This is an optimization exercise on Yosys and OpenROAD, whose aim is small area, not a production implementation. In this exercise RTL edits were held to simulation tests only and were not proved equivalent to the original.

==> flow/design.v, too long to show whole: its modules and the start of the top module <==
// module mux2: 10 lines
// module mux3: 11 lines
// module mux4: 30 lines
// module mux5: 16 lines
// module mux6: 18 lines
// module dlatch_kianV: 11 lines
// module dff_kianV: 17 lines
// module counter: 15 lines
// module alu: 60 lines
// module alu_decoder: 63 lines
// module extend: 16 lines
// module register_file: 16 lines
// module load_alignment: 37 lines
// module store_alignment: 53 lines
// module load_decoder: 36 lines
// module store_decoder: 33 lines
// module muldiv: 104 lines
// module multiplier_decoder: 30 lines
// module multiplier_extension_decoder: 21 lines
// module mul_step: 1315 lines
// module divider_decoder: 32 lines
// module csr_decoder: 63 lines
// module csr_exception_handler: 310 lines
// module ripple_inc: 17 lines
// module ripple_ge: 17 lines
// module main_fsm: 686 lines
// module control_unit: 200 lines
// module datapath_unit: 266 lines
// module tag_ram: 40 lines
// module sv32_table_walk: 168 lines
// module sv32_translate_instruction_to_physical: 80 lines
// module sv32_translate_data_to_physical: 87 lines
// module sv32: 170 lines
// module kianv_harris_mc_edition: 278 lines
module kianv_harris_mc_edition #(
    parameter int RESET_ADDR        = 0,
    parameter int SYSTEM_CLK        = 50_000_000,
    parameter int NUM_ENTRIES_ITLB  = 16,
    parameter int NUM_ENTRIES_DTLB  = 16
) (
    input  logic         clk,
    input  logic         resetn,
    output logic         mem_valid,
    input  logic         mem_ready,
    output logic [3:0]   mem_wstrb,
    output logic [33:0]  mem_addr,
    output logic [31:0]  mem_wdata,
    input  logic [31:0]  mem_rdata,
    output logic [31:0]  PC,
    input  logic         access_fault,
    input  logic         IRQ3,
    input  logic         IRQ7,
    input  logic         IRQ9,
    input  logic         IRQ11,
    output logic [63:0]  timer_counter,
    output logic         is_instruction
);
  // ...
==> flow/run.sh <==
#!/bin/bash
# synth_recipe.tcl (not shown) runs the flow's synth.tcl, then flattens the netlist and writes it again
# the make line also repeats each setting of config.mk as NAME=value (left out here)
make -C /OpenROAD-flow-scripts/flow DESIGN_CONFIG=/design/flow/config.mk WORK_HOME=/design/flow/orfs CLKGATE_MAP_FILE= SYNTH_SCRIPT=/design/flow/synth_recipe.tcl finish
==> flow/config.mk <==
export PLATFORM = sky130hd
export DESIGN_NAME = kianv_harris_mc_edition
export DESIGN_NICKNAME = kianv_harris_mc_edition
export VERILOG_FILES = /design/flow/design.v
export SDC_FILE = /design/flow/constraint.sdc
export NUM_CORES = 8
export LEC_CHECK = 0
export CAP_MARGIN = 40
export CORE_MARGIN = 2
export CORE_UTILIZATION = 40
export CTS_CLUSTER_DIAMETER = 100
export CTS_CLUSTER_SIZE = 20
export PLACE_DENSITY = 0.6
export SLEW_MARGIN = 40
==> flow/constraint.sdc <==
create_clock -name core_clock -period 25.0 [get_ports {clk}]
set_input_delay 5.0000 -clock core_clock [delete_from_list [all_inputs] [get_ports {clk}]]
set_output_delay 5.0000 -clock core_clock [all_outputs]
set_load 0.01 [all_outputs]
==> impl_metrics.json, run 1 <==
{
  "relSlewSlack_pct": 31.1,
  "fin_nets": 16569,
  "setup_viol": 19,
  "gr-max-usage-layer": "met2",
  "fillers": 40557,
  "setup_ws_ps": -2920,
  "violatedChecks": "setup timing",
  "syn_area_per_cell_um2": 11.4,
  "largest_register_ffs": 992,
  "crit_path_start": "datapath_unit_I.Instr[31]",
  "met3_wirelength_um": 109000,
  "synth_most_common_cell": "edfxtp_1",
  "antenna_cells": 59,
  "cpLargestDelayFamily": "adder cells",
  "path_buf_inv": 9,
  "die_h_um": 669,
  "fin_crit_ps": 27920,
  "holdWs_ps": 385,
  "synth_mux_area_share_pct": 2.73,
  "status": "finished with violations",
  "use_met2_pct": 54.5,
  "yosysSeqAreaShare_pct": 59.0,
  "end_kind": "register",
  "dp_hpwl_um": 609000
}
==> module alu, before the edit <==
module alu (
    input wire [31:0] a,
    input wire [31:0] b,
    input wire [$clog2(22)-1:0] alucontrol,
    output logic [31:0] result,
    output logic zero
);
  wire [4:0] c = alucontrol;
  wire is_add = (c == 0) || (c == 9);
  wire        sub = !is_add;
  wire [31:0] bx  = b ^ {32{sub}};
  wire [32:0] cy;
  wire [31:0] s;
  assign cy[0] = sub;
  genvar gi;
  generate
    for (gi = 0; gi < 32; gi = gi + 1) begin : g_add
      assign s[gi]      = a[gi] ^ bx[gi] ^ cy[gi];
      assign cy[gi + 1] = (a[gi] & bx[gi]) | (a[gi] & cy[gi]) | (bx[gi] & cy[gi]);
    end
  endgenerate
  wire ltu = !cy[32];                               
  wire lt  = (a[31] ^ b[31]) ? a[31] : s[31];       
  wire eq  = (a == b);
  wire is_sll = (c == 5);
  wire is_sra = (c == 7);
  logic [31:0] a_rev, sh_in, sh_out, sh_rev;
  always_comb begin
    for (int i = 0; i < 32; i++) a_rev[i] = a[31 - i];
    sh_in  = is_sll ? a_rev : a;
    sh_out = $signed({is_sra & a[31], sh_in}) >>> b[4:0];
    for (int i = 0; i < 32; i++) sh_rev[i] = sh_out[31 - i];
  end
  always_comb begin
    case (c)
      9, 0, 1: result = s;
      2:   result = a ^ b;
      3:     result = a | b;
      4:   result = a & b;
      5:   result = sh_rev;
      6,
      7:   result = sh_out;
      8,
      14:        result = {31'b0, lt};
      11,
      16:       result = {31'b0, ltu};
      18:        result = lt ? a : b;
      19:        result = lt ? b : a;
      20:       result = ltu ? a : b;
      21:       result = ltu ? b : a;
      10:        result = b;
      12:        result = {31'b0, eq};
      13:        result = {31'b0, !eq};
      15:        result = {31'b0, !lt};
      17:       result = {31'b0, !ltu};
      default:              result = 32'b0;
    endcase
  end
  assign zero = (result == 32'b0);
endmodule
==> module csr_exception_handler, before the edit <==
module csr_exception_handler #(
    parameter SYSTEM_CLK = 50_000_00
) (
    input  wire                      clk,
    input  wire                      resetn,
    input  wire                      incr_inst_retired,
    input  wire [11:0]               CSRAddr,
    input  wire [$clog2(7) -1:0] CSRop,
    input  wire                      we,
    input  wire                      re,
    input  wire [31:0]               Rd1,
    input  wire [4:0]                uimm,
    input  wire                      exception_event,
    input  wire                      mret,
    input  wire                      sret,
    input  wire                      wfi_event,
    input  wire [31:0]               cause,
    input  wire [31:0]               pc,
    input  wire [31:0]               badaddr,
    output logic [31:0]              rdata,
    output logic [31:0]              exception_next_pc,
    output logic                     exception_select,
    output logic [1:0]               privilege_mode,
    output wire                      csr_access_fault,
    output logic [31:0]              mstatus,
    output wire [63:0]               timer_counter,
    output logic [31:0]              satp,
    output logic                     tlb_flush,
    input  wire                      IRQ3,
    input  wire                      IRQ7,
    input  wire                      IRQ9,
    input  wire                      IRQ11,
    output logic                     IRQ_TO_CPU_CTRL1,
    output logic                     IRQ_TO_CPU_CTRL3,
    output logic                     IRQ_TO_CPU_CTRL5,
    output logic                     IRQ_TO_CPU_CTRL7,
    output logic                     IRQ_TO_CPU_CTRL9,
    output logic                     IRQ_TO_CPU_CTRL11
);
  logic [63:0] instr_counter, cycle_counter, timer_q;
  logic [5:0]  tick_cnt;
  wire tick = (tick_cnt == 6'd49);    
  wire [63:0] instr_inc, cycle_inc, timer_inc;
  ripple_inc #(64) instr_inc_I (.a(instr_counter), .ci(incr_inst_retired), .y(instr_inc));
  ripple_inc #(64) cycle_inc_I (.a(cycle_counter), .ci(1'b1), .y(cycle_inc));
  ripple_inc #(64) timer_inc_I (.a(timer_q), .ci(tick), .y(timer_inc));
  wire [5:0] tick_inc = tick_cnt + 6'd1;
  always_ff @(posedge clk) begin
    instr_counter <= instr_inc & {64{resetn}};
    cycle_counter <= cycle_inc & {64{resetn}};
    timer_q       <= timer_inc & {64{resetn}};
    tick_cnt      <= tick_inc & {6{resetn & ~tick}};
  end
  assign timer_counter = timer_q;
  logic [31:0] mtimecmp, mtimecmph, mscratch, mtvec, mepc, mcause, mtval;
  logic [31:0] mie, mip, menvcfg, menvcfgh, mcounteren, mcountinhibit;
  logic [31:0] sscratch, stvec, sepc, scause, stval, stimecmp, stimecmph, scounteren;
  logic [15:0] medeleg;    
  logic [9:0]  mideleg;    
  wire [31:0] medeleg_r = {16'b0, medeleg} & ('h0001 | 'h0002 | 
                      'h0004 | 'h0008 | 
                      'h0010 | 'h0020 | 
                      'h0040 | 'h0080 | 
                      'h0100 | 'h0200 | 
                      'h1000 | 'h2000 | 
                      'h8000);
  wire [31:0] mideleg_r = {22'b0, mideleg} & ('h002 | 'h020 | 
                      'h200);
  wire [11:0] A = CSRAddr;
  wire s_misa      = (A == 12'h301);
  wire s_instret   = (A == 12'hC02);
  wire s_instreth  = (A == 12'hC82);
  wire s_cycle     = (A == 12'hC00);
  wire s_cycleh    = (A == 12'hC80);
  wire s_time      = (A == 12'hC01);
  wire s_timeh     = (A == 12'hC81);
  wire s_mhartid   = (A == 12'hf14);
  wire s_mvendorid = (A == 12'hf11);
  wire s_marchid   = (A == 12'hf12);
  wire s_mimpid    = (A == 12'hf13);
  wire s_mstatus   = (A == 12'h300);
  wire s_mscratch  = (A == 12'h340);
  wire s_mie       = (A == 12'h304);
  wire s_mip       = (A == 12'h344);
  wire s_mtvec     = (A == 12'h305);
  wire s_mepc      = (A == 12'h341);
  wire s_mcause    = (A == 12'h342);
  wire s_mtval     = (A == 12'h343);
  wire s_menvcfg   = (A == 12'h30a);
  wire s_menvcfgh  = (A == 12'h31a);
  wire s_mcounteren= (A == 12'h306);
  wire s_mcountinh = (A == 12'h320);
  wire s_medeleg   = (A == 12'h302);
  wire s_mideleg   = (A == 12'h303);
  wire s_mtimecmp  = (A == 12'h7c0);
  wire s_mtimecmph = (A == 12'h7c1);
  wire s_sstatus   = (A == 12'h100);
  wire s_sscratch  = (A == 12'h140);
  wire s_sie       = (A == 12'h104);
  wire s_sip       = (A == 12'h144);
  wire s_stvec     = (A == 12'h105);
  wire s_sepc      = (A == 12'h141);
  wire s_scause    = (A == 12'h142);
  wire s_stval     = (A == 12'h143);
  wire s_satp      = (A == 12'h180);
  wire s_stimecmp  = (A == 12'h14d);
  wire s_stimecmph = (A == 12'h15d);
  wire s_scounteren= (A == 12'h106);
  wire csr_exist = s_misa | s_instret | s_instreth | s_cycle | s_cycleh | s_time | s_timeh |
                   s_mhartid | s_mvendorid | s_marchid | s_mimpid |
                   s_mstatus | s_mscratch | s_mie | s_mip | s_mtvec | s_mepc | s_mcause | s_mtval |
                   s_menvcfg | s_menvcfgh | s_mcounteren | s_mcountinh | s_medeleg | s_mideleg |
                   s_mtimecmp | s_mtimecmph | s_sstatus | s_sscratch | s_sie | s_sip | s_stvec |
                   s_sepc | s_scause | s_stval | s_satp | s_stimecmp | s_stimecmph | s_scounteren;
  assign csr_access_fault = (privilege_mode < A[9:8]) || (we && (A[11:10] == 2'b11)) || !csr_exist;
  wire csr_write_valid = we && !csr_access_fault;
  localparam logic [31:0] MISA_VALUE =
      ((2'b01) << 30) |
      (1 << 5'd0) |
      (1 << 5'd8) |
      (1 << 5'd12) |
      (1 << 5'd18) |
      (1 << 5'd20);
  always_comb begin
    rdata = ({32{s_misa}}       & MISA_VALUE) |
            ({32{s_instret}}    & instr_counter[31:0]) |
            ({32{s_instreth}}   & instr_counter[63:32]) |
            ({32{s_cycle}}      & cycle_counter[31:0]) |
            ({32{s_cycleh}}     & cycle_counter[63:32]) |
            ({32{s_time}}       & timer_q[31:0]) |
            ({32{s_timeh}}      & timer_q[63:32]) |
            ({32{s_marchid}}    & 32'h2b) |
            ({32{s_mstatus}}    & mstatus) |
            ({32{s_mscratch}}   & mscratch) |
            ({32{s_mie}}        & mie) |
            ({32{s_mip}}        & mip) |
            ({32{s_mtvec}}      & mtvec) |
            ({32{s_mepc}}       & mepc) |
            ({32{s_mcause}}     & mcause) |
            ({32{s_mtval}}      & mtval) |
            ({32{s_menvcfg}}    & menvcfg) |
            ({32{s_menvcfgh}}   & menvcfgh) |
            ({32{s_mcounteren}} & mcounteren) |
            ({32{s_mcountinh}}  & mcountinhibit) |
            ({32{s_medeleg}}    & medeleg_r) |
            ({32{s_mideleg}}    & mideleg_r) |
            ({32{s_mtimecmp}}   & mtimecmp) |
            ({32{s_mtimecmph}}  & mtimecmph) |
            ({32{s_sstatus}}    & (mstatus & ((1 << 1) | (1 << 5) | (1 << 6) | 
                      (1 << 8) | (3 << 9) | (3 << 13) | (3 << 15) | (1 << 18) | 
                      (1 << 19) | (1 << 31)))) |
            ({32{s_sscratch}}   & sscratch) |
            ({32{s_sie}}        & (mie & ((1 << 1) | (1 << 9) | (1 << 5)))) |
            ({32{s_sip}}        & (mip & ((1 << 1) | (1 << 9) | (1 << 5)))) |
            ({32{s_stvec}}      & stvec) |
            ({32{s_sepc}}       & sepc) |
            ({32{s_scause}}     & scause) |
            ({32{s_stval}}      & stval) |
            ({32{s_satp}}       & satp) |
            ({32{s_stimecmp}}   & stimecmp) |
            ({32{s_stimecmph}}  & stimecmph) |
            ({32{s_scounteren}} & scounteren);
  end
  wire is_reg_operand = (CSRop == 0) || (CSRop == 1) || (CSRop == 2);
  wire is_csr_set   = (CSRop == 1) || (CSRop == 4);
  wire is_csr_clear = (CSRop == 2) || (CSRop == 5);
  wire [31:0] wdata = is_reg_operand ? Rd1 : {27'b0, uimm};
  wire [31:0] wdata_nxt = is_csr_clear ? (rdata & ~wdata) : (is_csr_set ? (rdata | wdata) : wdata);
  wire w = csr_write_valid;
  wire [1:0] y = mstatus[12:11];    
  wire priv_u = (privilege_mode == 0);
  wire priv_s = (privilege_mode == 1);
  wire priv_m = (privilege_mode == 3);
  wire [31:0] deleg = cause[31] ? mideleg_r : medeleg_r;
  wire [31:0] cmask = (cause[30:5] == 26'b0) ? (32'b1 << cause[4:0]) : 32'b0;
  wire to_s = (priv_u || priv_s) && (|(deleg & cmask));
  wire ev_s = exception_event & to_s;
  wire ev_m = exception_event & ~to_s;
  wire ret_clr_mprv = (y != 3);
  logic [1:0] tgt;    
  always_ff @(posedge clk) begin
    if (!resetn) begin
      exception_select <= 1'b0;
      tgt              <= 2'd0;
      privilege_mode   <= 3;
    end else begin
      exception_select <= exception_event | mret | sret;
      if (exception_event) tgt <= {1'b0, to_s};
      else if (mret)       tgt <= 2'd2;
      else if (sret)       tgt <= 2'd3;
      if (ev_s)      privilege_mode <= 1;
      else if (ev_m) privilege_mode <= 3;
      else if (mret) privilege_mode <= y;
      else if (sret) privilege_mode <= {1'b0, mstatus[8]};
    end
  end
  wire [31:0] tvec  = tgt[0] ? stvec : mtvec;
  wire [31:0] tcause = tgt[0] ? scause : mcause;
  wire [31:0] tbase = {tvec[31:2], 2'b00};
  always_comb begin
    if (tgt[1])
      exception_next_pc = tgt[0] ? sepc : mepc;
    else
      exception_next_pc = (tvec[1:0] == 2'b01) ? (tbase | (tcause << 2)) : tbase;
  end
  logic [31:0] mstatus_nxt;
  always_comb begin
    mstatus_nxt = mstatus;
    if (ev_s) begin
      mstatus_nxt[1] = 1'b0;
      mstatus_nxt[5] = mstatus[1];
      mstatus_nxt[8] = priv_s;
    end else if (ev_m) begin
      mstatus_nxt[3]     = 1'b0;
      mstatus_nxt[7]     = mstatus[3];
      mstatus_nxt[12:11] = privilege_mode;
    end else if (mret) begin
      mstatus_nxt[3]     = mstatus[7];
      mstatus_nxt[7]     = 1'b1;
      mstatus_nxt[12:11] = 2'b00;
      if (ret_clr_mprv) mstatus_nxt[17] = 1'b0;
    end else if (sret) begin
      mstatus_nxt[1] = mstatus[5];
      mstatus_nxt[5] = 1'b1;
      mstatus_nxt[8] = 1'b0;
      if (ret_clr_mprv) mstatus_nxt[17] = 1'b0;
    end else if (w && s_mstatus) begin
      mstatus_nxt = wdata_nxt;
    end else if (w && s_sstatus) begin
      mstatus_nxt = (mstatus & ~((1 << 1) | (1 << 5) | (1 << 6) | 
                      (1 << 8) | (3 << 9) | (3 << 13) | (3 << 15) | (1 << 18) | 
                      (1 << 19) | (1 << 31))) | (wdata_nxt & ((1 << 1) | (1 << 5) | (1 << 6) | 
                      (1 << 8) | (3 << 9) | (3 << 13) | (3 << 15) | (1 << 18) | 
                      (1 << 19) | (1 << 31)));
    end
  end
  wire sstc_cond = menvcfgh[31] & mcounteren[1];
  wire time_ge;
  ripple_ge #(64) time_ge_I (.a(timer_q), .b({stimecmph, stimecmp}), .ge(time_ge));
  wire irq_upd = !(exception_event | mret | sret | w);
  logic [31:0] mip_nxt;
  always_comb begin
    mip_nxt = mip;
    if (w && s_mip) begin
      mip_nxt = wdata_nxt;
    end else if (w && s_sip) begin
      mip_nxt = (mip & ~((1 << 1) | (1 << 9) | (1 << 5))) | (wdata_nxt & ((1 << 1) | (1 << 9) | (1 << 5)));
    end else if (irq_upd) begin
      mip_nxt[3]  = mip[3] | IRQ3;
      mip_nxt[5]  = sstc_cond ? time_ge : mip[5];
      mip_nxt[7]  = IRQ7;
      mip_nxt[9]  = IRQ9;
      mip_nxt[11] = IRQ11;
    end
  end
  wire rst = !resetn;
  wire [31:0] wdz   = wdata_nxt & {32{resetn}};
  wire [31:0] pcz   = pc & {32{resetn}};
  wire [31:0] causz = cause & {32{resetn}};
  wire [31:0] badz  = badaddr & {32{resetn}};
  wire wm = ev_m & resetn;
  wire ws = ev_s & resetn;
  always_ff @(posedge clk) begin
    mstatus <= mstatus_nxt & {32{resetn}};
    mip     <= mip_nxt & {32{resetn}};
  end
  always_ff @(posedge clk) begin
    if (wm | (w & s_mepc) | rst)   mepc   <= wm ? pcz   : wdz;
    if (wm | (w & s_mcause) | rst) mcause <= wm ? causz : wdz;
    if (wm | (w & s_mtval) | rst)  mtval  <= wm ? badz  : wdz;
    if (ws | (w & s_sepc) | rst)   sepc   <= ws ? pcz   : wdz;
    if (ws | (w & s_scause) | rst) scause <= ws ? causz : wdz;
    if (ws | (w & s_stval) | rst)  stval  <= ws ? badz  : wdz;
    if ((w & s_mscratch) | rst)   mscratch      <= wdz;
    if ((w & (s_mie | s_sie)) | rst)
      mie <= s_mie ? wdz : ((mie & ~((1 << 1) | (1 << 9) | (1 << 5)) & {32{resetn}}) | (wdz & ((1 << 1) | (1 << 9) | (1 << 5))));
    if ((w & s_mtvec) | rst)      mtvec         <= wdz;
    if ((w & s_menvcfg) | rst)    menvcfg       <= wdz;
    if ((w & s_menvcfgh) | rst)   menvcfgh      <= wdz;
    if ((w & s_mcounteren) | rst) mcounteren    <= wdz;
    if ((w & s_mcountinh) | rst)  mcountinhibit <= wdz;
    if ((w & s_medeleg) | rst)    medeleg       <= wdz[15:0] & 16'hB3FF;
    if ((w & s_mideleg) | rst)    mideleg       <= wdz[9:0] & 10'h222;
    if ((w & s_mtimecmp) | rst)   mtimecmp      <= wdz;
    if ((w & s_mtimecmph) | rst)  mtimecmph     <= wdz;
    if ((w & s_sscratch) | rst)   sscratch      <= wdz;
    if ((w & s_stvec) | rst)      stvec         <= wdz;
    if ((w & s_satp) | rst)       satp          <= wdz;
    if ((w & s_stimecmp) | rst)   stimecmp      <= wdz;
    if ((w & s_stimecmph) | rst)  stimecmph     <= wdz;
    if ((w & s_scounteren) | rst) scounteren    <= wdz;
  end
  always_comb tlb_flush = w && s_satp;
  logic [31:0] pending_irqs, m_interrupts, s_interrupts, interrupts;
  logic m_enabled, s_enabled;
  always_comb begin
    pending_irqs = mip & mie;
    m_enabled = !priv_m || mstatus[3];
    s_enabled = priv_u || (priv_s && mstatus[1]);
    m_interrupts = pending_irqs & ~mideleg_r & {32{m_enabled}};
    s_interrupts = pending_irqs & mideleg_r & {32{s_enabled}};
    interrupts   = (|m_interrupts) ? m_interrupts : s_interrupts;
    IRQ_TO_CPU_CTRL1  = interrupts[1];
    IRQ_TO_CPU_CTRL3  = interrupts[3];
    IRQ_TO_CPU_CTRL5  = interrupts[5];
    IRQ_TO_CPU_CTRL7  = interrupts[7];
    IRQ_TO_CPU_CTRL9  = interrupts[9];
    IRQ_TO_CPU_CTRL11 = interrupts[11];
  end
endmodule
==> module datapath_unit, before the edit <==
module datapath_unit #(
    parameter RESET_ADDR = 0,
    parameter SYSTEM_CLK = 50_000_000
) (
    input  logic                         clk,
    input  logic                         resetn,
    input  logic [$clog2(6)   -1:0]   ResultSrc,
    input  logic [$clog2(22) -1:0]   ALUControl,
    input  logic [$clog2(5)     -1:0]   ALUSrcA,
    input  logic [$clog2(4)     -1:0]   ALUSrcB,
    input  logic [2:0]                   ImmSrc,
    input  logic [$clog2(3) -1:0]   STOREop,
    input  logic [$clog2(5)  -1:0]   LOADop,
    input  logic [$clog2(4)   -1:0]   MULop,
    input  logic [$clog2(4)   -1:0]   DIVop,
    input  logic [$clog2(7)   -1:0]   CSRop,
    input  logic                         CSRwe,
    input  logic                         CSRre,
    output logic                         Zero,
    output logic                         immb10,
    input  logic                         RegWrite,
    input  logic                         PCWrite,
    input  logic                         AdrSrc,
    input  logic                         MemWrite,
    input  logic                         incr_inst_retired,
    input  logic                         store_instr,
    input  logic                         ALUOutWrite,
    input  logic                         amo_temp_write_operation,
    input  logic                         amo_set_reserved_state_load,
    input  logic                         amo_buffered_data,
    input  logic                         amo_buffered_address,
    output logic                         amo_reserved_state_load,
    input  logic                         muxed_Aluout_or_amo_rd_wr,
    input  logic                         select_ALUResult,
    input  logic                         select_amo_temp,
    output logic [31:0]                  Instr,
    output logic [3:0]                   mem_wstrb,
    output logic [31:0]                  mem_addr,
    output logic [31:0]                  mem_wdata,
    input  logic [31:0]                  mem_rdata,
    input  logic                         mul_valid,
    output logic                         mul_ready,
    input  logic                         div_valid,
    output logic                         div_ready,
    output logic [31:0]                  ProgCounter,
    input  logic                         exception_event,
    input  logic [31:0]                  cause,
    input  logic [31:0]                  badaddr,
    input  logic                         mret,
    input  logic                         sret,
    input  logic                         wfi_event,
    output logic                         csr_access_fault,
    output logic [1:0]                   privilege_mode,
    output logic [31:0]                  satp,
    output logic                         tlb_flush,
    output logic [31:0]                  mstatus,
    output logic [63:0]                  timer_counter,
    input  logic                         page_fault,
    input  logic                         selectPC,
    input  logic                         IRQ3,
    input  logic                         IRQ7,
    input  logic                         IRQ9,
    input  logic                         IRQ11,
    output logic                         IRQ_TO_CPU_CTRL1,
    output logic                         IRQ_TO_CPU_CTRL3,
    output logic                         IRQ_TO_CPU_CTRL5,
    output logic                         IRQ_TO_CPU_CTRL7,
    output logic                         IRQ_TO_CPU_CTRL9,
    output logic                         IRQ_TO_CPU_CTRL11,
    input  logic                         in_fetch,
    input  logic                         lr_we,
    input  logic [1:0]                   lr_src,
    input  logic                         bad_alu,
    input  logic                         bad_fetch
);
  wire [4:0] Rs1 = Instr[19:15];
  wire [4:0] Rs2 = Instr[24:20];
  wire [4:0] Rd  = Instr[11:7];
  logic [31:0] RdData;
  logic [31:0] WD3;
  register_file register_file_I (
      .clk(clk),
      .we (RegWrite),
      .A1 (in_fetch ? mem_rdata[24:20] : Rs1),
      .A3 (Rd),
      .wd (WD3),
      .rd1(RdData)
  );
  logic [31:0] ImmExt;
  logic [31:0] PC, OldPC;
  logic [31:0] A1, A2;
  logic [31:0] SrcA, SrcB;
  logic [31:0] ALUResult;
  logic [31:0] MULExtResult;
  logic [31:0] ALUOut;
  logic [31:0] Result;
  logic [3:0]  wmask;
  logic [31:0] Data;
  logic [31:0] LR;           
  logic [31:0] CSRData;
  logic [1:0]  mem_addr_align_latch;
  assign immb10      = ImmExt[10];
  assign ProgCounter = OldPC;
  assign mem_wstrb   = wmask & {4{MemWrite}};
  assign WD3         = Result;
  logic [11:0] CSRAddr;
  assign CSRAddr = Instr[31:20];
  logic [31:0] exception_next_pc;
  logic        exception_select;
  assign mem_addr = AdrSrc ? ALUOut : PC;
  always_comb begin
    case (ResultSrc)
      1, 3, 4: Result = LR;
      2: Result = ALUResult;
      0: Result = muxed_Aluout_or_amo_rd_wr ? {31'b0, amo_buffered_data} : ALUOut;
      default: Result = ALUOut;
    endcase
  end
  always_ff @(posedge clk) begin
    if (!resetn)
      PC <= RESET_ADDR;
    else if (PCWrite)
      PC <= exception_select ? exception_next_pc : Result;
  end
  always_ff @(posedge clk) begin
    if (store_instr) Instr <= mem_rdata;
    if (!resetn)
      OldPC <= RESET_ADDR;
    else if (store_instr)
      OldPC <= PC;
  end
  always_ff @(posedge clk) begin
    if (!resetn)
      amo_reserved_state_load <= 1'b0;
    else if (amo_set_reserved_state_load)
      amo_reserved_state_load <= amo_buffered_data;
  end
  always_ff @(posedge clk) begin
    if (ALUOutWrite)
      ALUOut <= ALUResult;
  end
  always_ff @(posedge clk) begin
    mem_addr_align_latch <= mem_addr[1:0];
    if (!in_fetch)   A1 <= RdData;
    if (store_instr) A2 <= RdData;
  end
  logic fetch_hs;
  always_ff @(posedge clk) begin
    if (in_fetch) fetch_hs <= store_instr;
  end
  wire [31:0] trap_value = ({32{bad_alu}} & ALUOut) |
                           ({32{bad_fetch & fetch_hs}} & OldPC) |
                           ({32{bad_fetch & ~fetch_hs}} & PC) |
                           badaddr;    
  always_ff @(posedge clk) begin
    if (lr_we) begin
      case (lr_src)
        2'd0:    LR <= Data;
        2'd1:    LR <= MULExtResult;
        2'd2:    LR <= CSRData;
        default: LR <= ALUResult;
      endcase
    end
  end
  extend extend_I (
      .instr(Instr[31:7]),
      .immsrc(ImmSrc),
      .immext(ImmExt)
  );
  store_alignment store_alignment_I (
      .addr(mem_addr[1:0]),
      .STOREop(STOREop),
      .data(select_amo_temp ? LR : A2),
      .result(mem_wdata),
      .wmask(wmask)
  );
  load_alignment load_alignment_I (
      .addr(mem_addr_align_latch),
      .LOADop(LOADop),
      .data(mem_rdata),
      .result(Data)
  );
  always_comb begin
    case (ALUSrcA)
      0:            SrcA = PC;
      1:        SrcA = OldPC;
      2:       SrcA = A1;
      3: SrcA = LR;
      default:             SrcA = 32'd0;
    endcase
  end
  always_comb begin
    case (ALUSrcB)
      0: SrcB = A2;
      1: SrcB = ImmExt;
      2: SrcB = 32'd4;
      default:       SrcB = 32'd0;
    endcase
  end
  alu alu_I (
      .a(SrcA),
      .b(SrcB),
      .alucontrol(ALUControl),
      .result(ALUResult),
      .zero(Zero)
  );
  logic muldiv_ready;
  muldiv muldiv_I (
      .clk   (clk),
      .resetn(resetn),
      .a     (SrcA),
      .b     (SrcB),
      .funct3(Instr[14:12]),
      .valid (mul_valid | div_valid),
      .result(MULExtResult),
      .ready (muldiv_ready)
  );
  assign mul_ready = muldiv_ready;
  assign div_ready = 1'b0;
  logic [31:0] pc_on_exception;
  mux2 #(32) mux_select_pc_on_exception_I (
      .d0(OldPC),
      .d1(PC),
      .sel(selectPC),
      .y(pc_on_exception)
  );
  csr_exception_handler #(
      .SYSTEM_CLK(SYSTEM_CLK)
  ) csr_exception_handler_I (
      .clk              (clk),
      .resetn           (resetn),
      .incr_inst_retired(incr_inst_retired),
      .CSRAddr          (CSRAddr),
      .CSRop            (CSRop),
      .Rd1              (SrcA),
      .uimm             (Rs1),
      .we               (CSRwe),
      .re               (CSRre),
      .exception_event  (exception_event),
      .mret             (mret),
      .sret             (sret),
      .wfi_event        (wfi_event),
      .cause            (cause),
      .pc               (pc_on_exception),
      .badaddr          (trap_value),
      .privilege_mode   (privilege_mode),
      .rdata            (CSRData),
      .exception_next_pc(exception_next_pc),
      .exception_select (exception_select),
      .csr_access_fault (csr_access_fault),
      .satp             (satp),
      .tlb_flush        (tlb_flush),
      .mstatus          (mstatus),
      .timer_counter    (timer_counter),
      .IRQ3             (IRQ3),
      .IRQ7             (IRQ7),
      .IRQ9             (IRQ9),
      .IRQ11            (IRQ11),
      .IRQ_TO_CPU_CTRL1 (IRQ_TO_CPU_CTRL1),    
      .IRQ_TO_CPU_CTRL3 (IRQ_TO_CPU_CTRL3),    
      .IRQ_TO_CPU_CTRL5 (IRQ_TO_CPU_CTRL5),    
      .IRQ_TO_CPU_CTRL7 (IRQ_TO_CPU_CTRL7),    
      .IRQ_TO_CPU_CTRL9 (IRQ_TO_CPU_CTRL9),    
      .IRQ_TO_CPU_CTRL11(IRQ_TO_CPU_CTRL11)    
  );
endmodule
==> module sv32, before the edit <==
module sv32 #(
    parameter NUM_ENTRIES_ITLB = 64,
    parameter NUM_ENTRIES_DTLB = 64
)(
    input wire        clk,
    input wire        resetn,
    input wire        cpu_valid,
    output logic        cpu_ready,
    input wire [ 3:0] cpu_wstrb,
    input wire [31:0] cpu_addr,
    input wire [31:0] cpu_wdata,
    output logic [31:0] cpu_rdata,
    output logic        mem_valid,
    input wire        mem_ready,
    output logic [ 3:0] mem_wstrb,
    output logic [33:0] mem_addr,
    output logic [31:0] mem_wdata,
    input wire [31:0] mem_rdata,
    input wire        is_instruction,
    input wire        tlb_flush,
    output logic        stall,
    input wire [31:0] satp,
    input wire [31:0] mstatus,
    input wire [ 1:0] privilege_mode,
    output logic [31:0] fault_address,
    output logic        page_fault
);
    typedef enum logic [1:0] {
        S0, S1, S2
    } state_t;
    state_t state, next_state;
    logic        pa_we_i, pa_we_d;
    logic [19:0] pa_page_i, pa_page_d;
    logic [19:0] pa_page;    
    logic        translate_instr_valid, translate_instr_ready;
    logic        translate_data_valid, translate_data_ready;
    logic        page_fault_instruction, page_fault_data;
    logic        walk_mem_valid, walk_mem_ready;
    logic [31:0] walk_mem_addr, walk_mem_rdata;
    logic        walk_valid, walk_ready;
    logic        trans_instr_to_phy_walk_valid, trans_instr_to_phy_walk_ready;
    logic        trans_data_to_phy_walk_valid, trans_data_to_phy_walk_ready;
    logic [31:0] pte;
    logic        mmu_enable;
    logic        translation_complete;
    assign mmu_enable = (((satp) & 32'h80000000) >> 31);
    assign translation_complete = translate_instr_ready || translate_data_ready;
    always_ff @(posedge clk or negedge resetn) begin
        if (!resetn)
            state <= S0;
        else
            state <= next_state;
    end
    always_comb begin
        next_state = state;
        case (state)
            S0: if (cpu_valid && mmu_enable) next_state = S1;
            S1: if (translation_complete || page_fault) next_state = S2;
            S2: if (mem_ready || page_fault || !cpu_valid) next_state = S0;
        endcase
    end
    always_comb begin
        stall            = 1'b0;
        mem_valid        = 1'b0;
        cpu_ready        = mem_ready;
        mem_wstrb        = 4'b0;
        mem_wdata        = 32'b0;
        mem_addr         = 34'b0;
        cpu_rdata        = 32'b0;
        walk_mem_rdata   = mem_rdata;
        walk_mem_ready   = mem_ready;
        translate_instr_valid = 1'b0;
        translate_data_valid  = 1'b0;
        case (state)
            S0: begin
                if (cpu_valid && mmu_enable) begin
                    translate_instr_valid = is_instruction;
                    translate_data_valid  = !is_instruction;
                    cpu_ready             = 1'b0;
                end else begin
                    mem_valid = cpu_valid;
                    mem_addr  = {2'b00, cpu_addr};
                    mem_wstrb = cpu_wstrb;
                    mem_wdata = cpu_wdata;
                    cpu_rdata = mem_rdata;
                end
            end
            S1: begin
                stall = 1'b1;
                cpu_ready = 1'b0;
                translate_instr_valid = is_instruction;
                translate_data_valid  = !is_instruction;
                mem_addr  = {2'b00, walk_mem_addr};
                mem_valid = walk_mem_valid;
            end
            S2: begin
                mem_valid = cpu_valid && !page_fault;
                mem_addr  = {2'b00, pa_page, cpu_addr[11:0]};
                mem_wstrb = cpu_wstrb;
                mem_wdata = cpu_wdata;
                cpu_rdata = mem_rdata;
            end
        endcase
    end
    always_ff @(posedge clk) begin
        if (!resetn) begin
            page_fault    <= 1'b0;
        end else begin
            page_fault    <= page_fault_instruction || page_fault_data;
        end
    end
    assign fault_address = 32'b0;   
    always_ff @(posedge clk) begin
        if (pa_we_i)      pa_page <= pa_page_i;
        else if (pa_we_d) pa_page <= pa_page_d;
    end
    assign walk_valid = trans_instr_to_phy_walk_valid || trans_data_to_phy_walk_valid;
    assign trans_instr_to_phy_walk_ready = walk_ready;
    assign trans_data_to_phy_walk_ready  = walk_ready;
    sv32_table_walk #(
        .NUM_ENTRIES_ITLB(NUM_ENTRIES_ITLB),
        .NUM_ENTRIES_DTLB(NUM_ENTRIES_DTLB)
    ) table_walk_inst (
        .clk             (clk),
        .resetn          (resetn),
        .address         (cpu_addr),
        .satp            (satp),
        .pte             (pte),
        .is_instruction  (is_instruction),
        .tlb_flush       (tlb_flush),
        .valid           (walk_valid),
        .ready           (walk_ready),
        .walk_mem_valid  (walk_mem_valid),
        .walk_mem_ready  (walk_mem_ready),
        .walk_mem_addr   (walk_mem_addr),
        .walk_mem_rdata  (walk_mem_rdata)
    );
    sv32_translate_instruction_to_physical instr_translate_inst (
        .clk             (clk),
        .resetn          (resetn),
        .address         (cpu_addr),
        .pa_we           (pa_we_i),
        .pa_page         (pa_page_i),
        .page_fault      (page_fault_instruction),
        .privilege_mode  (privilege_mode),
        .satp            (satp),
        .valid           (translate_instr_valid),
        .ready           (translate_instr_ready),
        .walk_valid      (trans_instr_to_phy_walk_valid),
        .walk_ready      (trans_instr_to_phy_walk_ready),
        .pte             (pte)
    );
    sv32_translate_data_to_physical data_translate_inst (
        .clk             (clk),
        .resetn          (resetn),
        .address         (cpu_addr),
        .pa_we           (pa_we_d),
        .pa_page         (pa_page_d),
        .is_write        (|cpu_wstrb),
        .page_fault      (page_fault_data),
        .privilege_mode  (privilege_mode),
        .satp            (satp),
        .mstatus         (mstatus),
        .valid           (translate_data_valid),
        .ready           (translate_data_ready),
        .walk_valid      (trans_data_to_phy_walk_valid),
        .walk_ready      (trans_data_to_phy_walk_ready),
        .pte_            (pte)
    );
endmodule
==> run 2, diff against run 1 <==
--- a/flow/design.v
+++ b/flow/design.v
@@ -142,12 +142,23 @@
   wire [31:0] bx  = b ^ {32{sub}};
-  wire [32:0] cy;
+  wire [16:0] cl;
+  wire [16:0] ch0, ch1;
   wire [31:0] s;
-  assign cy[0] = sub;
+  wire [15:0] sh0, sh1;
+  assign cl[0]  = sub;
+  assign ch0[0] = 1'b0;
+  assign ch1[0] = 1'b1;
   genvar gi;
   generate
-    for (gi = 0; gi < 32; gi = gi + 1) begin : g_add
-      assign s[gi]      = a[gi] ^ bx[gi] ^ cy[gi];
-      assign cy[gi + 1] = (a[gi] & bx[gi]) | (a[gi] & cy[gi]) | (bx[gi] & cy[gi]);
+    for (gi = 0; gi < 16; gi = gi + 1) begin : g_add
+      assign s[gi]       = a[gi] ^ bx[gi] ^ cl[gi];
+      assign cl[gi + 1]  = (a[gi] & bx[gi]) | (a[gi] & cl[gi]) | (bx[gi] & cl[gi]);
+      assign sh0[gi]     = a[gi+16] ^ bx[gi+16] ^ ch0[gi];
+      assign ch0[gi + 1] = (a[gi+16] & bx[gi+16]) | (a[gi+16] & ch0[gi]) | (bx[gi+16] & ch0[gi]);
+      assign sh1[gi]     = a[gi+16] ^ bx[gi+16] ^ ch1[gi];
+      assign ch1[gi + 1] = (a[gi+16] & bx[gi+16]) | (a[gi+16] & ch1[gi]) | (bx[gi+16] & ch1[gi]);
     end
   endgenerate
+  assign s[31:16] = cl[16] ? sh1 : sh0;
+  wire [32:0] cy;
+  assign cy[32] = cl[16] ? ch1[16] : ch0[16];
   wire ltu = !cy[32];                               
@@ -1206,46 +1217,112 @@
   wire t_q587;
-  wire t_p588;
-  wire t_q589;
-  wire t_p590;
-  wire t_q591;
-  wire t_p592;
-  wire t_q593;
-  wire t_p594;
-  wire t_q595;
-  wire t_p596;
-  wire t_q597;
-  wire t_p598;
-  wire t_q599;
-  wire t_p600;
-  wire t_q601;
-  wire t_p602;
-  wire t_q603;
-  wire t_p604;
-  wire t_q605;
-  wire t_p606;
-  wire t_q607;
-  wire t_p608;
-  wire t_q609;
-  wire t_p610;
-  wire t_q611;
-  wire t_p612;
-  wire t_q613;
-  wire t_p614;
-  wire t_q615;
-  wire t_p616;
-  wire t_q617;
-  wire t_p618;
-  wire t_q619;
-  wire t_p620;
-  wire t_q621;
-  wire t_p622;
-  wire t_q623;
-  wire t_p624;
-  wire t_q625;
-  wire t_p626;
-  wire t_q627;
-  wire t_p628;
-  wire t_q629;
-  wire t_p630;
-  wire t_q631;
+  wire t_zp588;
+  wire t_zq589;
+  wire t_op590;
+  wire t_oq591;
+  wire t_m592;
+  wire t_zp593;
+  wire t_zq594;
+  wire t_op595;
+  wire t_oq596;
+  wire t_m597;
+  wire t_zp598;
+  wire t_zq599;
+  wire t_op600;
+  wire t_oq601;
+  wire t_m602;
+  wire t_zp603;
+  wire t_zq604;
+  wire t_op605;
+  wire t_oq606;
+  wire t_m607;
+  wire t_zp608;
+  wire t_zq609;
+  wire t_op610;
+  wire t_oq611;
+  wire t_m612;
+  wire t_zp613;
+  wire t_zq614;
+  wire t_op615;
+  wire t_oq616;
+  wire t_m617;
+  wire t_zp618;
+  wire t_zq619;
+  wire t_op620;
+  wire t_oq621;
+  wire t_m622;
+  wire t_zp623;
+  wire t_zq624;
+  wire t_op625;
+  wire t_oq626;
+  wire t_m627;
+  wire t_zp628;
+  wire t_zq629;
+  wire t_op630;
+  wire t_oq631;
+  wire t_m632;
+  wire t_zp633;
+  wire t_zq634;
+  wire t_op635;
+  wire t_oq636;
+  wire t_m637;
+  wire t_zp638;
+  wire t_zq639;
+  wire t_op640;
+  wire t_oq641;
+  wire t_m642;
+  wire t_zp643;
+  wire t_zq644;
+  wire t_op645;
+  wire t_oq646;
+  wire t_m647;
+  wire t_zp648;
+  wire t_zq649;
+  wire t_op650;
+  wire t_oq651;
+  wire t_m652;
+  wire t_zp653;
+  wire t_zq654;
+  wire t_op655;
+  wire t_oq656;
+  wire t_m657;
+  wire t_zp658;
+  wire t_zq659;
+  wire t_op660;
+  wire t_oq661;
+  wire t_m662;
+  wire t_zp663;
+  wire t_zq664;
+  wire t_op665;
+  wire t_oq666;
+  wire t_m667;
+  wire t_zp668;
+  wire t_zq669;
+  wire t_op670;
+  wire t_oq671;
+  wire t_m672;
+  wire t_zp673;
+  wire t_zq674;
+  wire t_op675;
+  wire t_oq676;
+  wire t_m677;
+  wire t_zp678;
+  wire t_zq679;
+  wire t_op680;
+  wire t_oq681;
+  wire t_m682;
+  wire t_zp683;
+  wire t_zq684;
+  wire t_op685;
+  wire t_oq686;
+  wire t_m687;
+  wire t_zp688;
+  wire t_zq689;
+  wire t_op690;
+  wire t_oq691;
+  wire t_m692;
+  wire t_zp693;
+  wire t_zq694;
+  wire t_op695;
+  wire t_oq696;
+  wire t_m697;
   assign t_s0 = (a[8] & d[0]) ^ (a[7] & d[1]) ^ (a[6] & d[2]);
@@ -1838,46 +1915,112 @@
   assign t_q587 = (t_c501 & t_s502) | (t_c501 & t_q585) | (t_s502 & t_q585);
-  assign t_p588 = t_c503 ^ t_s504 ^ t_q587;
-  assign t_q589 = (t_c503 & t_s504) | (t_c503 & t_q587) | (t_s504 & t_q587);
-  assign t_p590 = t_c505 ^ t_s506 ^ t_q589;
-  assign t_q591 = (t_c505 & t_s506) | (t_c505 & t_q589) | (t_s506 & t_q589);
-  assign t_p592 = t_c507 ^ t_s508 ^ t_q591;
-  assign t_q593 = (t_c507 & t_s508) | (t_c507 & t_q591) | (t_s508 & t_q591);
-  assign t_p594 = t_c509 ^ t_s510 ^ t_q593;
-  assign t_q595 = (t_c509 & t_s510) | (t_c509 & t_q593) | (t_s510 & t_q593);
-  assign t_p596 = t_c511 ^ t_s512 ^ t_q595;
-  assign t_q597 = (t_c511 & t_s512) | (t_c511 & t_q595) | (t_s512 & t_q595);
-  assign t_p598 = t_c513 ^ t_s514 ^ t_q597;
-  assign t_q599 = (t_c513 & t_s514) | (t_c513 & t_q597) | (t_s514 & t_q597);
-  assign t_p600 = t_c515 ^ t_s516 ^ t_q599;
-  assign t_q601 = (t_c515 & t_s516) | (t_c515 & t_q599) | (t_s516 & t_q599);
-  assign t_p602 = t_c517 ^ t_s518 ^ t_q601;
-  assign t_q603 = (t_c517 & t_s518) | (t_c517 & t_q601) | (t_s518 & t_q601);
-  assign t_p604 = t_c519 ^ t_s520 ^ t_q603;
-  assign t_q605 = (t_c519 & t_s520) | (t_c519 & t_q603) | (t_s520 & t_q603);
-  assign t_p606 = t_c521 ^ t_s522 ^ t_q605;
-  assign t_q607 = (t_c521 & t_s522) | (t_c521 & t_q605) | (t_s522 & t_q605);
-  assign t_p608 = t_c523 ^ t_s524 ^ t_q607;
-  assign t_q609 = (t_c523 & t_s524) | (t_c523 & t_q607) | (t_s524 & t_q607);
-  assign t_p610 = t_c525 ^ t_s526 ^ t_q609;
-  assign t_q611 = (t_c525 & t_s526) | (t_c525 & t_q609) | (t_s526 & t_q609);
-  assign t_p612 = t_c527 ^ t_s528 ^ t_q611;
-  assign t_q613 = (t_c527 & t_s528) | (t_c527 & t_q611) | (t_s528 & t_q611);
-  assign t_p614 = t_c529 ^ t_s530 ^ t_q613;
-  assign t_q615 = (t_c529 & t_s530) | (t_c529 & t_q613) | (t_s530 & t_q613);
-  assign t_p616 = t_c531 ^ t_s532 ^ t_q615;
-  assign t_q617 = (t_c531 & t_s532) | (t_c531 & t_q615) | (t_s532 & t_q615);
-  assign t_p618 = t_c533 ^ t_s534 ^ t_q617;
-  assign t_q619 = (t_c533 & t_s534) | (t_c533 & t_q617) | (t_s534 & t_q617);
-  assign t_p620 = t_c535 ^ t_s536 ^ t_q619;
-  assign t_q621 = (t_c535 & t_s536) | (t_c535 & t_q619) | (t_s536 & t_q619);
-  assign t_p622 = t_c537 ^ t_s538 ^ t_q621;
-  assign t_q623 = (t_c537 & t_s538) | (t_c537 & t_q621) | (t_s538 & t_q621);
-  assign t_p624 = t_c539 ^ t_s540 ^ t_q623;
-  assign t_q625 = (t_c539 & t_s540) | (t_c539 & t_q623) | (t_s540 & t_q623);
-  assign t_p626 = t_c541 ^ t_s542 ^ t_q625;
-  assign t_q627 = (t_c541 & t_s542) | (t_c541 & t_q625) | (t_s542 & t_q625);
-  assign t_p628 = t_c543 ^ t_s544 ^ t_q627;
-  assign t_q629 = (t_c543 & t_s544) | (t_c543 & t_q627) | (t_s544 & t_q627);
-  assign t_p630 = t_c545 ^ t_s546 ^ t_q629;
-  assign t_q631 = (t_c545 & t_s546) | (t_c545 & t_q629) | (t_s546 & t_q629);
+  assign t_zp588 = t_c503 ^ t_s504;
+  assign t_zq589 = t_c503 & t_s504;
+  assign t_op590 = t_c503 ^ t_s504 ^ 1'b1;
+  assign t_oq591 = (t_c503 & t_s504) | (t_c503 & 1'b1) | (t_s504 & 1'b1);
+  assign t_m592 = t_q587 ? t_op590 : t_zp588;
+  assign t_zp593 = t_c505 ^ t_s506 ^ t_zq589;
+  assign t_zq594 = (t_c505 & t_s506) | (t_c505 & t_zq589) | (t_s506 & t_zq589);
+  assign t_op595 = t_c505 ^ t_s506 ^ t_oq591;
+  assign t_oq596 = (t_c505 & t_s506) | (t_c505 & t_oq591) | (t_s506 & t_oq591);
+  assign t_m597 = t_q587 ? t_op595 : t_zp593;
+  assign t_zp598 = t_c507 ^ t_s508 ^ t_zq594;
+  assign t_zq599 = (t_c507 & t_s508) | (t_c507 & t_zq594) | (t_s508 & t_zq594);
+  assign t_op600 = t_c507 ^ t_s508 ^ t_oq596;
+  assign t_oq601 = (t_c507 & t_s508) | (t_c507 & t_oq596) | (t_s508 & t_oq596);
+  assign t_m602 = t_q587 ? t_op600 : t_zp598;
+  assign t_zp603 = t_c509 ^ t_s510 ^ t_zq599;
+  assign t_zq604 = (t_c509 & t_s510) | (t_c509 & t_zq599) | (t_s510 & t_zq599);
+  assign t_op605 = t_c509 ^ t_s510 ^ t_oq601;
+  assign t_oq606 = (t_c509 & t_s510) | (t_c509 & t_oq601) | (t_s510 & t_oq601);
+  assign t_m607 = t_q587 ? t_op605 : t_zp603;
+  assign t_zp608 = t_c511 ^ t_s512 ^ t_zq604;
+  assign t_zq609 = (t_c511 & t_s512) | (t_c511 & t_zq604) | (t_s512 & t_zq604);
+  assign t_op610 = t_c511 ^ t_s512 ^ t_oq606;
+  assign t_oq611 = (t_c511 & t_s512) | (t_c511 & t_oq606) | (t_s512 & t_oq606);
+  assign t_m612 = t_q587 ? t_op610 : t_zp608;
+  assign t_zp613 = t_c513 ^ t_s514 ^ t_zq609;
+  assign t_zq614 = (t_c513 & t_s514) | (t_c513 & t_zq609) | (t_s514 & t_zq609);
+  assign t_op615 = t_c513 ^ t_s514 ^ t_oq611;
+  assign t_oq616 = (t_c513 & t_s514) | (t_c513 & t_oq611) | (t_s514 & t_oq611);
+  assign t_m617 = t_q587 ? t_op615 : t_zp613;
+  assign t_zp618 = t_c515 ^ t_s516 ^ t_zq614;
+  assign t_zq619 = (t_c515 & t_s516) | (t_c515 & t_zq614) | (t_s516 & t_zq614);
+  assign t_op620 = t_c515 ^ t_s516 ^ t_oq616;
+  assign t_oq621 = (t_c515 & t_s516) | (t_c515 & t_oq616) | (t_s516 & t_oq616);
+  assign t_m622 = t_q587 ? t_op620 : t_zp618;
+  assign t_zp623 = t_c517 ^ t_s518 ^ t_zq619;
+  assign t_zq624 = (t_c517 & t_s518) | (t_c517 & t_zq619) | (t_s518 & t_zq619);
+  assign t_op625 = t_c517 ^ t_s518 ^ t_oq621;
+  assign t_oq626 = (t_c517 & t_s518) | (t_c517 & t_oq621) | (t_s518 & t_oq621);
+  assign t_m627 = t_q587 ? t_op625 : t_zp623;
+  assign t_zp628 = t_c519 ^ t_s520 ^ t_zq624;
+  assign t_zq629 = (t_c519 & t_s520) | (t_c519 & t_zq624) | (t_s520 & t_zq624);
+  assign t_op630 = t_c519 ^ t_s520 ^ t_oq626;
+  assign t_oq631 = (t_c519 & t_s520) | (t_c519 & t_oq626) | (t_s520 & t_oq626);
+  assign t_m632 = t_q587 ? t_op630 : t_zp628;
+  assign t_zp633 = t_c521 ^ t_s522 ^ t_zq629;
+  assign t_zq634 = (t_c521 & t_s522) | (t_c521 & t_zq629) | (t_s522 & t_zq629);
+  assign t_op635 = t_c521 ^ t_s522 ^ t_oq631;
+  assign t_oq636 = (t_c521 & t_s522) | (t_c521 & t_oq631) | (t_s522 & t_oq631);
+  assign t_m637 = t_q587 ? t_op635 : t_zp633;
+  assign t_zp638 = t_c523 ^ t_s524 ^ t_zq634;
+  assign t_zq639 = (t_c523 & t_s524) | (t_c523 & t_zq634) | (t_s524 & t_zq634);
+  assign t_op640 = t_c523 ^ t_s524 ^ t_oq636;
+  assign t_oq641 = (t_c523 & t_s524) | (t_c523 & t_oq636) | (t_s524 & t_oq636);
+  assign t_m642 = t_q587 ? t_op640 : t_zp638;
+  assign t_zp643 = t_c525 ^ t_s526 ^ t_zq639;
+  assign t_zq644 = (t_c525 & t_s526) | (t_c525 & t_zq639) | (t_s526 & t_zq639);
+  assign t_op645 = t_c525 ^ t_s526 ^ t_oq641;
+  assign t_oq646 = (t_c525 & t_s526) | (t_c525 & t_oq641) | (t_s526 & t_oq641);
+  assign t_m647 = t_q587 ? t_op645 : t_zp643;
+  assign t_zp648 = t_c527 ^ t_s528 ^ t_zq644;
+  assign t_zq649 = (t_c527 & t_s528) | (t_c527 & t_zq644) | (t_s528 & t_zq644);
+  assign t_op650 = t_c527 ^ t_s528 ^ t_oq646;
+  assign t_oq651 = (t_c527 & t_s528) | (t_c527 & t_oq646) | (t_s528 & t_oq646);
+  assign t_m652 = t_q587 ? t_op650 : t_zp648;
+  assign t_zp653 = t_c529 ^ t_s530 ^ t_zq649;
+  assign t_zq654 = (t_c529 & t_s530) | (t_c529 & t_zq649) | (t_s530 & t_zq649);
+  assign t_op655 = t_c529 ^ t_s530 ^ t_oq651;
+  assign t_oq656 = (t_c529 & t_s530) | (t_c529 & t_oq651) | (t_s530 & t_oq651);
+  assign t_m657 = t_q587 ? t_op655 : t_zp653;
+  assign t_zp658 = t_c531 ^ t_s532 ^ t_zq654;
+  assign t_zq659 = (t_c531 & t_s532) | (t_c531 & t_zq654) | (t_s532 & t_zq654);
+  assign t_op660 = t_c531 ^ t_s532 ^ t_oq656;
+  assign t_oq661 = (t_c531 & t_s532) | (t_c531 & t_oq656) | (t_s532 & t_oq656);
+  assign t_m662 = t_q587 ? t_op660 : t_zp658;
+  assign t_zp663 = t_c533 ^ t_s534 ^ t_zq659;
+  assign t_zq664 = (t_c533 & t_s534) | (t_c533 & t_zq659) | (t_s534 & t_zq659);
+  assign t_op665 = t_c533 ^ t_s534 ^ t_oq661;
+  assign t_oq666 = (t_c533 & t_s534) | (t_c533 & t_oq661) | (t_s534 & t_oq661);
+  assign t_m667 = t_q587 ? t_op665 : t_zp663;
+  assign t_zp668 = t_c535 ^ t_s536 ^ t_zq664;
+  assign t_zq669 = (t_c535 & t_s536) | (t_c535 & t_zq664) | (t_s536 & t_zq664);
+  assign t_op670 = t_c535 ^ t_s536 ^ t_oq666;
+  assign t_oq671 = (t_c535 & t_s536) | (t_c535 & t_oq666) | (t_s536 & t_oq666);
+  assign t_m672 = t_q587 ? t_op670 : t_zp668;
+  assign t_zp673 = t_c537 ^ t_s538 ^ t_zq669;
+  assign t_zq674 = (t_c537 & t_s538) | (t_c537 & t_zq669) | (t_s538 & t_zq669);
+  assign t_op675 = t_c537 ^ t_s538 ^ t_oq671;
+  assign t_oq676 = (t_c537 & t_s538) | (t_c537 & t_oq671) | (t_s538 & t_oq671);
+  assign t_m677 = t_q587 ? t_op675 : t_zp673;
+  assign t_zp678 = t_c539 ^ t_s540 ^ t_zq674;
+  assign t_zq679 = (t_c539 & t_s540) | (t_c539 & t_zq674) | (t_s540 & t_zq674);
+  assign t_op680 = t_c539 ^ t_s540 ^ t_oq676;
+  assign t_oq681 = (t_c539 & t_s540) | (t_c539 & t_oq676) | (t_s540 & t_oq676);
+  assign t_m682 = t_q587 ? t_op680 : t_zp678;
+  assign t_zp683 = t_c541 ^ t_s542 ^ t_zq679;
+  assign t_zq684 = (t_c541 & t_s542) | (t_c541 & t_zq679) | (t_s542 & t_zq679);
+  assign t_op685 = t_c541 ^ t_s542 ^ t_oq681;
+  assign t_oq686 = (t_c541 & t_s542) | (t_c541 & t_oq681) | (t_s542 & t_oq681);
+  assign t_m687 = t_q587 ? t_op685 : t_zp683;
+  assign t_zp688 = t_c543 ^ t_s544 ^ t_zq684;
+  assign t_zq689 = (t_c543 & t_s544) | (t_c543 & t_zq684) | (t_s544 & t_zq684);
+  assign t_op690 = t_c543 ^ t_s544 ^ t_oq686;
+  assign t_oq691 = (t_c543 & t_s544) | (t_c543 & t_oq686) | (t_s544 & t_oq686);
+  assign t_m692 = t_q587 ? t_op690 : t_zp688;
+  assign t_zp693 = t_c545 ^ t_s546 ^ t_zq689;
+  assign t_zq694 = (t_c545 & t_s546) | (t_c545 & t_zq689) | (t_s546 & t_zq689);
+  assign t_op695 = t_c545 ^ t_s546 ^ t_oq691;
+  assign t_oq696 = (t_c545 & t_s546) | (t_c545 & t_oq691) | (t_s546 & t_oq691);
+  assign t_m697 = t_q587 ? t_op695 : t_zp693;
   assign y[0] = t_p548;
@@ -1902,24 +2045,24 @@
   assign y[19] = t_p586;
-  assign y[20] = t_p588;
-  assign y[21] = t_p590;
-  assign y[22] = t_p592;
-  assign y[23] = t_p594;
-  assign y[24] = t_p596;
-  assign y[25] = t_p598;
-  assign y[26] = t_p600;
-  assign y[27] = t_p602;
-  assign y[28] = t_p604;
-  assign y[29] = t_p606;
-  assign y[30] = t_p608;
-  assign y[31] = t_p610;
-  assign y[32] = t_p612;
-  assign y[33] = t_p614;
-  assign y[34] = t_p616;
-  assign y[35] = t_p618;
-  assign y[36] = t_p620;
-  assign y[37] = t_p622;
-  assign y[38] = t_p624;
-  assign y[39] = t_p626;
-  assign y[40] = t_p628;
-  assign y[41] = t_p630;
+  assign y[20] = t_m592;
+  assign y[21] = t_m597;
+  assign y[22] = t_m602;
+  assign y[23] = t_m607;
+  assign y[24] = t_m612;
+  assign y[25] = t_m617;
+  assign y[26] = t_m622;
+  assign y[27] = t_m627;
+  assign y[28] = t_m632;
+  assign y[29] = t_m637;
+  assign y[30] = t_m642;
+  assign y[31] = t_m647;
+  assign y[32] = t_m652;
+  assign y[33] = t_m657;
+  assign y[34] = t_m662;
+  assign y[35] = t_m667;
+  assign y[36] = t_m672;
+  assign y[37] = t_m677;
+  assign y[38] = t_m682;
+  assign y[39] = t_m687;
+  assign y[40] = t_m692;
+  assign y[41] = t_m697;
 endmodule
@@ -2066,3 +2209,5 @@
   wire [63:0] instr_inc, cycle_inc, timer_inc;
-  ripple_inc #(64) instr_inc_I (.a(instr_counter), .ci(incr_inst_retired), .y(instr_inc));
+  wire [63:0] instr_p;
+  ripple_and #(64) instr_p_I (.a(instr_counter), .p(instr_p));
+  assign instr_inc = instr_counter ^ (instr_p & {64{incr_inst_retired}});
   ripple_inc #(64) cycle_inc_I (.a(cycle_counter), .ci(1'b1), .y(cycle_inc));
@@ -2279,8 +2424,6 @@
   wire rst = !resetn;
-  wire [31:0] wdz   = wdata_nxt & {32{resetn}};
-  wire [31:0] pcz   = pc & {32{resetn}};
-  wire [31:0] causz = cause & {32{resetn}};
-  wire [31:0] badz  = badaddr & {32{resetn}};
-  wire wm = ev_m & resetn;
-  wire ws = ev_s & resetn;
+  wire [31:0] wdz = wdata_nxt & {32{resetn}};
+  wire [31:0] epc_bus   = (exception_event ? pc      : wdata_nxt) & {32{resetn}};
+  wire [31:0] cause_bus = (exception_event ? cause   : wdata_nxt) & {32{resetn}};
+  wire [31:0] tval_bus  = (exception_event ? badaddr : wdata_nxt) & {32{resetn}};
   always_ff @(posedge clk) begin
@@ -2290,8 +2433,8 @@
   always_ff @(posedge clk) begin
-    if (wm | (w & s_mepc) | rst)   mepc   <= wm ? pcz   : wdz;
-    if (wm | (w & s_mcause) | rst) mcause <= wm ? causz : wdz;
-    if (wm | (w & s_mtval) | rst)  mtval  <= wm ? badz  : wdz;
-    if (ws | (w & s_sepc) | rst)   sepc   <= ws ? pcz   : wdz;
-    if (ws | (w & s_scause) | rst) scause <= ws ? causz : wdz;
-    if (ws | (w & s_stval) | rst)  stval  <= ws ? badz  : wdz;
+    if (ev_m | (w & s_mepc) | rst)   mepc   <= epc_bus;
+    if (ev_m | (w & s_mcause) | rst) mcause <= cause_bus;
+    if (ev_m | (w & s_mtval) | rst)  mtval  <= tval_bus;
+    if (ev_s | (w & s_sepc) | rst)   sepc   <= epc_bus;
+    if (ev_s | (w & s_scause) | rst) scause <= cause_bus;
+    if (ev_s | (w & s_stval) | rst)  stval  <= tval_bus;
     if ((w & s_mscratch) | rst)   mscratch      <= wdz;
@@ -2367,2 +2510,16 @@
 endmodule
+module ripple_and #(
+    parameter int W = 32
+) (
+    input  wire [W-1:0] a,
+    output wire [W-1:0] p
+);
+  assign p[0] = 1'b1;
+  genvar i;
+  generate
+    for (i = 1; i < W; i = i + 1) begin : g
+      assign p[i] = p[i - 1] & a[i - 1];
+    end
+  endgenerate
+endmodule
 `default_nettype none
@@ -3346,3 +3503,3 @@
   logic [31:0] PC, OldPC;
-  logic [31:0] A1, A2;
+  logic [31:0] A2;
   logic [31:0] SrcA, SrcB;
@@ -3399,3 +3556,2 @@
     mem_addr_align_latch <= mem_addr[1:0];
-    if (!in_fetch)   A1 <= RdData;
     if (store_instr) A2 <= RdData;
@@ -3442,3 +3598,3 @@
       1:        SrcA = OldPC;
-      2:       SrcA = A1;
+      2:       SrcA = RdData;    
       3: SrcA = LR;
@@ -3963,44 +4119,24 @@
     end
+    wire in_s1 = (state == S1);
+    wire in_s2 = (state == S2);
+    wire s0_translate = (state == S0) && cpu_valid && mmu_enable;
     always_comb begin
-        stall            = 1'b0;
-        mem_valid        = 1'b0;
-        cpu_ready        = mem_ready;
-        mem_wstrb        = 4'b0;
-        mem_wdata        = 32'b0;
-        mem_addr         = 34'b0;
-        cpu_rdata        = 32'b0;
+        stall            = in_s1;
         walk_mem_rdata   = mem_rdata;
         walk_mem_ready   = mem_ready;
-        translate_instr_valid = 1'b0;
-        translate_data_valid  = 1'b0;
+        cpu_rdata        = mem_rdata;
+        mem_wdata        = cpu_wdata;
+        mem_wstrb        = in_s1 ? 4'b0 : cpu_wstrb;
+        cpu_ready        = (in_s1 || s0_translate) ? 1'b0 : mem_ready;
+        translate_instr_valid = (in_s1 || s0_translate) && is_instruction;
+        translate_data_valid  = (in_s1 || s0_translate) && !is_instruction;
         case (state)
-            S0: begin
-                if (cpu_valid && mmu_enable) begin
-                    translate_instr_valid = is_instruction;
-                    translate_data_valid  = !is_instruction;
-                    cpu_ready             = 1'b0;
-                end else begin
-                    mem_valid = cpu_valid;
-                    mem_addr  = {2'b00, cpu_addr};
-                    mem_wstrb = cpu_wstrb;
-                    mem_wdata = cpu_wdata;
-                    cpu_rdata = mem_rdata;
-                end
-            end
-            S1: begin
-                stall = 1'b1;
-                cpu_ready = 1'b0;
-                translate_instr_valid = is_instruction;
-                translate_data_valid  = !is_instruction;
-                mem_addr  = {2'b00, walk_mem_addr};
-                mem_valid = walk_mem_valid;
-            end
-            S2: begin
-                mem_valid = cpu_valid && !page_fault;
-                mem_addr  = {2'b00, pa_page, cpu_addr[11:0]};
-                mem_wstrb = cpu_wstrb;
-                mem_wdata = cpu_wdata;
-                cpu_rdata = mem_rdata;
-            end
-        endcase
+            S0:      mem_valid = cpu_valid && !mmu_enable;
+            S1:      mem_valid = walk_mem_valid;
+            S2:      mem_valid = cpu_valid && !page_fault;
+            default: mem_valid = 1'b0;
+        endcase
+        mem_addr[33:32] = 2'b00;
+        mem_addr[31:12] = in_s1 ? walk_mem_addr[31:12] : (in_s2 ? pa_page : cpu_addr[31:12]);
+        mem_addr[11:0]  = in_s1 ? walk_mem_addr[11:0] : cpu_addr[11:0];
     end
--- a/flow/config.mk
+++ b/flow/config.mk
@@ -7,3 +7,4 @@
 export LEC_CHECK = 0
-export CAP_MARGIN = 40
+export ABC_AREA = 1
+export CAP_MARGIN = 20
 export CORE_MARGIN = 2
@@ -11,4 +12,4 @@
 export CTS_CLUSTER_DIAMETER = 100
-export CTS_CLUSTER_SIZE = 20
+export CTS_CLUSTER_SIZE = 24
 export PLACE_DENSITY = 0.6
-export SLEW_MARGIN = 40
+export SLEW_MARGIN = 20
==> run 2 against run 1 <==
  * The run now finishes clean
  * Critical path type is now input pin to output port
  * Non-clock buffer count is 528 lower
  * Design area is 4.1% lower
  * Critical path depth is 62 lower
  * Clock skew is 48 ps lower
  * Clock-buffer cell count is 56 lower
  * Maximum frequency is 16% higher
  * Worst setup slack better by 3800 ps
==> impl_metrics.json, run 2 <==
{
  "fin_skew_ps": 102,
  "core_um2": 439000,
  "grt_use_met1_pct": 45.2,
  "grt_first_pass_wirelength_um": 1080000,
  "reg2reg_setup_slack_ps": 5840,
  "worstMarginPinSlew_ps": 1340,
  "rr_worst_depth": 77,
  "min_path_type": "register to register",
  "slew_viol_final": 0,
  "syn_area_per_cell_um2": 10.0,
  "relSlewSlack_pct": 10.6,
  "synth-seq-cells": 3578,
  "clock_tree.buffer_depth": 4,
  "async_reset_ff_share_pct": 0.224,
  "max_freq_mhz": 41.5,
  "yosysWarnings": 21,
  "synth_most_common_cell": "nand2_1",
  "synth_area_leaders": "edfxtp_1, nand2_1, dfxtp_1",
  "setup_viol": 0,
  "crit_path_start": "mem_rdata[20]",
  "fin_nets": 18149,
  "largest_register_ffs": 992,
  "r2r_end": "datapath_unit_I.LR[31]",
  "dp_hpwl_um": 541000,
  "gr-max-usage-layer": "met2",
  "fin_crit_ps": 24100,
  "reg_top3": "datapath_unit_I.register_file_I.bank0: 992 flops, mmu_I.table_walk_inst.dtlb_I.ppns: 320 flops, mmu_I.table_walk_inst.itlb_I.ppns: 320 flops",
  "status": "no timing/DRC/antenna violations",
  "use_met2_pct": 50.4,
  "cts_resized": 0,
  "num_rows": 243,
  "end_kind": "output port",
  "ys_types": 79,
  "max_stage_delay_ps": 640,
  "pin_count": 208,
  "final_core_util_pct": 43.9,
  "critPathRequiredTime_ps": 20000,
  "cts_max_level": 4,
  "place_congestion": 1.07,
  "die_x_um": 668,
  "endpoint": "mem_valid",
  "insertion_delay_ps": 1030,
  "synthToLayoutAreaGrowth_pct": 9.14,
  "die_h_um": 668,
  "cp.arrival_ps": 19100,
  "synth_top_area_share_pct": 54.2,
  "yosysSeqAreaShare_pct": 58.7
}
-- run 2: cell types whose count changed after synthesis, moves of 205 or more --
cell,change
a211oi_1,-210
o21ai_0,+711
nand3_1,+575
a22oi_1,-329
o22ai_1,+205
mux2i_1,-338
nand2_1,+1595
clkbuf_1,-214
inv_1,+1073
and2_1,-291
-- run 2: area by class of cell --
class | instances | area [um^2]
clock inverters | 40 | 643
diodes | 26 | 65.1
clock buffers | 246 | 4940
repair buffers | 742 | 6190
flip-flops and latches | 3578 | 104000
fillers | 42083 | 246000
inverters | 1697 | 6390
multi-input cells | 11306 | 63400
well taps | 5880 | 7360
-- run 2: per-layer routing --
| layer | share of wire [%] | up-vias |
|---|---|---|
| met2 | 42 | 9330 |
| met4 | 8.9 | 24 |
| met1 | 38 | 71120 |
| met3 | 11 | 2034 |
| met5 | 0.017 | - |
| li1 | - | 61003 |
-- run 2: worst min-delay path by stage --
| stage | startpoint | endpoint | slack (ps) | cells past startpoint |
|---|---|---|---|---|
| final | mmu_I.table_walk_inst.itlb_I.valid[10] | mmu_I.table_walk_inst.itlb_I.valid[10] | 450 | 2 |
| after CTS | mmu_I.table_walk_inst.itlb_I.valid[10] | mmu_I.table_walk_inst.itlb_I.valid[10] | 450 | 2 |
| after detailed placement | mmu_I.table_walk_inst.itlb_I.valid[10] | mmu_I.table_walk_inst.itlb_I.valid[10] | 430 | 2 |
| after global routing | mmu_I.table_walk_inst.itlb_I.valid[15] | mmu_I.table_walk_inst.itlb_I.valid[15] | 460 | 2 |
| after floorplan | register | register | 420 | 1 |
| after global placement | mmu_I.table_walk_inst.dtlb_I.valid[1] | mmu_I.table_walk_inst.dtlb_I.valid[1] | 430 | 2 |
-- run 2: kinds of logic (layout without fill, tap and decap cells) --
logic type      Yosys count  after routing  share of synthesized area, %
xor+xnor                220            220                          1.09
flops                  3578           3578                          58.7
simple gates           7156           7156                          17.1
other cells               1             28                       0.00213
fa+ha+maj               598            598                          5.45
buf+inv                2679           2725                          6.13
mux                      17             17                        0.0964
compound gates         3313           3313                          11.4
-- run 2: per-stage QoR --
stage	cell area (um^2)	setup slack, ps	hold slack (ps)	instances
3_5_place_dp	187000	1160	434	23201
4_1_cts	192000	1140	449	23487
3_3_place_gp	187000	1350	432	23197
5_1_grt	193000	329	464	23494
2_1_floorplan	176000	4250	417	17563
6_report	193000	899	450	23515
-- run 2: worst max-delay path, delay by kind of cell --
kind                     cells  cell delay (ps)
AO/OA/AOI/OAI                5              610
adder cells (fa/ha/maj)     15             5910
buffers and inverters        9             1950
AND/OR/NAND/NOR             39             5520

[afterwards: timing with drivers on the ports]
In the flow no input, the clock included, has a driving cell. The finished layouts below were timed again as built, in two steps. Step 1 (the two cells are an assumption about what drives the block):
set clk [get_ports {clk}]
set_driving_cell -lib_cell sky130_fd_sc_hd__clkbuf_16 $clk
set_driving_cell -lib_cell sky130_fd_sc_hd__buf_2 [delete_from_list [all_inputs] $clk]
Step 2 also shifts input and output timing later by t, the mid clock arrival at the registers, as if the neighbouring blocks saw the same clock. Three values: ideal, step 1, step 2; two values: the first two.
run | t, ns | setup WS [ns] | slew at the worst register clock pin (ns)
run 1 | 1.155 | -2.916 / -2.916 / -2.916 | 0.10 / 0.10
run 2 | 1.098 | 0.899 / 0.872 / 0.872 | 0.11 / 0.11
The setup slack of run 2, which loses most, moves by -0.027 ns with the drivers and by -0.027 ns with both steps.
